Background: an optimization exercise with open tools, aiming at small area and a short achievable clock period. Do not read the settings as production practice. The RTL was checked by simulation tests, not by an equivalence proof against the original design. No activity file was given, so power comes from the tool's default toggle rates.

## build 45
==> flow/design.v (excerpt) <==
module fadd_sub(
  input  logic        clk_i,
  input  logic [31:0] operand_a,
  input  logic [31:0] operand_b,
  output logic [31:0] result_o
);
  wire        sa = operand_a[31], sb = operand_b[31];
  wire [7:0]  fa = operand_a[30:23], fb = operand_b[30:23];
  wire        za = (fa == 8'd0), zb = (fb == 8'd0);    
  wire [7:0]  ea1 = {fa[7:1], fa[0] | za};             
  wire [7:0]  eb1 = {fb[7:1], fb[0] | zb};
  wire [23:0] ma = {~za, operand_a[22:0]};
  wire [23:0] mb = {~zb, operand_b[22:0]};
  wire [7:0]  ea = {fa[7:1], fa[0] | (za & (operand_a[22:0] != 23'd0))};
  wire [7:0]  eb = {fb[7:1], fb[0] | (zb & (operand_b[22:0] != 23'd0))};
  wire [7:0]  xp = fa ^ ~fb;
  wire [7:0]  xg = fa & ~fb;
  wire eg0 = xg[1] | (xp[1] & xg[0]);
  wire ep0 = xp[1] & xp[0];
  wire eg1 = xg[3] | (xp[3] & xg[2]);
  wire ep1 = xp[3] & xp[2];
  wire eg2 = xg[5] | (xp[5] & xg[4]);
  wire ep2 = xp[5] & xp[4];
  wire eg3 = xg[7] | (xp[7] & xg[6]);
  wire ep3 = xp[7] & xp[6];
  wire eg4 = xg[2] | (xp[2] & eg0);
  wire ep4 = xp[2] & ep0;
  wire eg5 = eg1 | (ep1 & eg0);
  wire ep5 = ep1 & ep0;
  wire eg6 = xg[6] | (xp[6] & eg2);
  wire ep6 = xp[6] & ep2;
  wire eg7 = eg3 | (ep3 & eg2);
  wire ep7 = ep3 & ep2;
  wire eg8 = xg[4] | (xp[4] & eg5);
  wire ep8 = xp[4] & ep5;
  wire eg9 = eg2 | (ep2 & eg5);
  wire ep9 = ep2 & ep5;
  wire eg10 = eg6 | (ep6 & eg5);
  wire ep10 = ep6 & ep5;
  wire eg11 = eg7 | (ep7 & eg5);
  wire ep11 = ep7 & ep5;
  wire [7:0]  gE = {eg11, eg10, eg9, eg8, eg5, eg4, eg0, xg[0]};
  wire [7:0]  pE;
  assign pE[0] = xp[0];
  assign pE[1] = pE[0] & xp[1];
  assign pE[2] = pE[1] & xp[2];
  assign pE[3] = pE[2] & xp[3];
  assign pE[4] = pE[3] & xp[4];
  ...
Size: about 5500 µm² of cells after synthesis.
==> flow/config.mk <==
export PLATFORM = sky130hd
export DESIGN_NAME = fadd_sub
export DESIGN_NICKNAME = fadd_sub
export VERILOG_FILES = /design/flow/design.v
export SDC_FILE = /design/flow/constraint.sdc
export NUM_CORES = 4
export LEC_CHECK = 0
export ABC_AREA = 1
export CAP_MARGIN = 20
export CORE_MARGIN = 2
export CORE_UTILIZATION = 40
export SLEW_MARGIN = 20
==> flow/constraint.sdc <==
create_clock -name core_clock -period 12.0 [get_ports {clk_i}]
set_input_delay 2.4000 -clock core_clock [delete_from_list [all_inputs] [get_ports {clk_i}]]
set_output_delay 2.4000 -clock core_clock [all_outputs]
set_load 0.01 [all_outputs]
standard.sh (not shown) runs the stock make flow with config.mk's settings and CLKGATE_MAP_FILE= SYNTH_SCRIPT=/design/flow/synth_recipe.tcl, a recipe that flattens the netlist after the stock synthesis.
==> flow/flow/run.sh <==
#!/bin/bash
# Own layout flow: the standard ORFS flow (standard.sh), with these changes:
#  - ports are buffered with sky130_fd_sc_hd__buf_1 (which repair may upsize)
#    instead of the clkdlybuf4s50_1 that buffer_ports picks by default;
#  - repair_timing aims for a setup slack margin of MARGIN ns (flow/margin);
#  - if flow/abc.script exists, synthesis is the standard synthesis script
#    with that ABC script for the combinational mapping (flow/my_synth.tcl);
#    flip-flops are mapped before ABC runs, so registers are unchanged;
#  - any extra ORFS variables listed in flow/env (KEY=VALUE lines).
# Every tool's output goes to the ORFS logs under orfs/logs, and make's own
# output to standard.log in this folder.
set -euo pipefail
MARGIN=$(cat flow/margin 2>/dev/null || echo 5)
export BUFFER_PORTS_ARGS="-buffer_cell sky130_fd_sc_hd__buf_1"
if [[ -f flow/env ]]; then set -a; source flow/env; set +a; fi
EXTRA=()
if [[ -f flow/abc.script ]]; then
  export MY_ABC_SCRIPT="$PWD/flow/abc.script"
  EXTRA+=("SYNTH_SCRIPT=$PWD/flow/my_synth.tcl")
fi
bash standard.sh "${EXTRA[@]}" SETUP_SLACK_MARGIN=$MARGIN finish > standard.log 2>&1
==> flow/flow/abc.script <==
strash
dch
map -B 0.9 -D 4200
topo
stime -c
buffer -c
upsize -c -D 4200
dnsize -c -D 4200
==> flow/flow/env <==
CTS_ARGS="-sink_clustering_enable -repair_clock_nets -dont_use_dummy_load -buf_list sky130_fd_sc_hd__clkbuf_8"
ADDER_MAP_FILE=
==> flow/flow/margin <==
6.3
==> flow/flow/my_synth.tcl <==
# The standard synthesis script (synth_recipe.tcl), except that Yosys's abc
# step runs the ABC script named by MY_ABC_SCRIPT instead of ORFS's.
proc synth {args} { yosys synth -nofsm -noshare {*}$args }
proc abc {args} {
  set i [lsearch -exact $args -script]
  if {$i >= 0 && [info exists ::env(MY_ABC_SCRIPT)] && $::env(MY_ABC_SCRIPT) ne ""} {
    lset args [expr {$i + 1}] $::env(MY_ABC_SCRIPT)
  }
  yosys abc {*}$args
}
source $::env(SCRIPTS_DIR)/synth.tcl
# left out here: clear keep_hierarchy, flatten, clean up, hide names made inside functions, write 1_2_yosys.v
Build 45 closes out successfully: all stages finished, all timing, DRC and antenna checks passed.
Edits applied to the flow inputs when going from build 45 to build 50:
==> flow/flow/abc.script <==
strash
dch
map -B 0.9 -D 4000
topo
stime -c
buffer -c
upsize -c -D 4000
dnsize -c -D 4000
Results
As far as clock tree cell share of total cell area is concerned, build 45 and build 50 perform about the same.
Build 50 leaves more setup margin than build 45.
[build 50 vs build 45] worst-case hold slack: lower in build 50
Standard-cell row count for build 50: 2.4% up relative to build 45
Re arrival time reported for the critical path endpoint: build 50 is 2.59 ns up on build 45.
Diff build 45 -> build 50: share of the synthesized area in compound gates (AO/OA/AOI/OAI) lost 0.65 points; combinational power neither gained nor lost much; instance count after placement with tap cells included picked up an extra about 1.3%.
Power delta (build 50 − build 45): unfavourable
Summary — routed length on met2, build 50 relative to build 45: higher, by 230 µm.
Status: clock buffer count in the final layout parity (build 45, build 50)
#### Input delta (build 21 over build 50)
diff --git a/flow/flow/run.sh b/flow/flow/run.sh
--- a/flow/flow/run.sh
+++ b/flow/flow/run.sh
@@ -5,7 +5,10 @@
 #  - repair_timing aims for a setup slack margin of MARGIN ns (flow/margin);
 #  - if flow/abc.script exists, synthesis is the standard synthesis script
-#    with that ABC script for the combinational mapping (flow/my_synth.tcl);
-#    flip-flops are mapped before ABC runs, so registers are unchanged;
-#  - any extra ORFS variables listed in flow/env (KEY=VALUE lines).
+#    with its ABC step replaced (flow/my_synth.tcl): the logic from the
+#    registers to result_o is mapped with flow/abc_out.script (if present),
+#    the rest with flow/abc.script. Flip-flops are mapped before ABC runs, so
+#    the registers are exactly the standard synthesis's;
+#  - any extra ORFS variables listed in flow/env (KEY=VALUE lines), and
+#    make variable assignments in flow/make_args (one line).
 # Every tool's output goes to the ORFS logs under orfs/logs, and make's own
 # output to standard.log in this folder.
@@ -17,5 +20,7 @@
 if [[ -f flow/abc.script ]]; then
   export MY_ABC_SCRIPT="$PWD/flow/abc.script"
+  if [[ -f flow/abc_out.script ]]; then export MY_ABC_OUT_SCRIPT="$PWD/flow/abc_out.script"; fi
   EXTRA+=("SYNTH_SCRIPT=$PWD/flow/my_synth.tcl")
 fi
+if [[ -f flow/make_args ]]; then read -r -a MARGS < flow/make_args; EXTRA+=("${MARGS[@]}"); fi
 bash standard.sh "${EXTRA[@]}" SETUP_SLACK_MARGIN=$MARGIN finish > standard.log 2>&1
==> flow/flow/abc.script <==
strash
dch
map -B 0.9 -D 4000
strash
dch
map -B 0.9 -D 4000
topo
stime -c
buffer -c
upsize -c -D 4000
dnsize -c -D 4000
==> flow/flow/abc_out.script (new file) <==
strash
dch
map -B 0.9 -D 3000
topo
stime -c
buffer -c
upsize -c -D 3000
dnsize -c -D 3000
==> flow/flow/env <==
CTS_ARGS="-sink_clustering_enable -repair_clock_nets -dont_use_dummy_load -buf_list sky130_fd_sc_hd__clkbuf_4"
ADDER_MAP_FILE=
==> flow/flow/my_synth.tcl <==
# The standard synthesis script (synth_recipe.tcl), except that Yosys's abc
# step maps the logic that drives the outputs (from the registers to result_o)
# with the ABC script MY_ABC_OUT_SCRIPT, and the rest with MY_ABC_SCRIPT.
proc synth {args} { yosys synth -nofsm -noshare {*}$args }
proc abc {args} {
  set i [lsearch -exact $args -script]
  if {[info exists ::env(MY_ABC_OUT_SCRIPT)] && $::env(MY_ABC_OUT_SCRIPT) ne ""} {
    set out_args $args
    lset out_args [expr {$i + 1}] $::env(MY_ABC_OUT_SCRIPT)
    yosys select -set outcone o:result_o %ci*:-sky130_fd_sc_hd__dfxtp_1
    yosys abc {*}$out_args @outcone
    yosys select -clear
  }
  if {[info exists ::env(MY_ABC_SCRIPT)] && $::env(MY_ABC_SCRIPT) ne ""} {
    lset args [expr {$i + 1}] $::env(MY_ABC_SCRIPT)
  }
  yosys abc {*}$args
}
source $::env(SCRIPTS_DIR)/synth.tcl
# left out here: clear keep_hierarchy, flatten, clean up, hide names made inside functions, write 1_2_yosys.v
## What came out
Build 21 has more setup slack than build 50.
Compared to build 50, build 21 leaves more free space in the core.
Compared with build 50, build 21 shows fraction of power consumed by the clock network lower by 3.8 points.
In build 21, the wire length came out 2.6% above the value in build 50.
Build 21 against build 50: largest fanout of any net on the critical path went down by 1, combinational power went down by about 1%, post-placement setup slack went down by 0.063 ns, power went down by 0.047 mW.

## what the ideal ports hide
Ports are ideal in the flow. The routed layouts listed here were re-timed in OpenROAD.
Step 1 sets driving cells, clkbuf_16 on the clock port and buf_2 on the other inputs (assumed; they add their load-dependent delay and slew).
Step 2 times the ports against the registers' clock, not the clock port: input delays grow and output delays shrink by t, the midpoint of the rising clock arrivals with the driver on.
a / b / c = ideal / step 1 / step 2; a / b = the first two.
run | shift t [ns] | slack for setup (ns) | worst setup path at the end | clock arrival spread, ns | worst register clock-pin slew, ns
build 45 | 0.343 | 6.523 / 6.494 / 6.288 | input to register | 0.021 / 0.021 | 0.07 / 0.07
build 50 | 0.349 | 6.549 / 6.555 / 6.206 | input to register | 0.012 / 0.012 | 0.06 / 0.06
build 21 | 0.404 | 6.614 / 6.623 / 6.218 | input to register | 0.023 / 0.023 | 0.09 / 0.09
After both steps setup and hold are still met in every run listed. The setup slack of build 21, which loses most, moves by +0.009 ns with the drivers and by -0.396 ns with both steps.
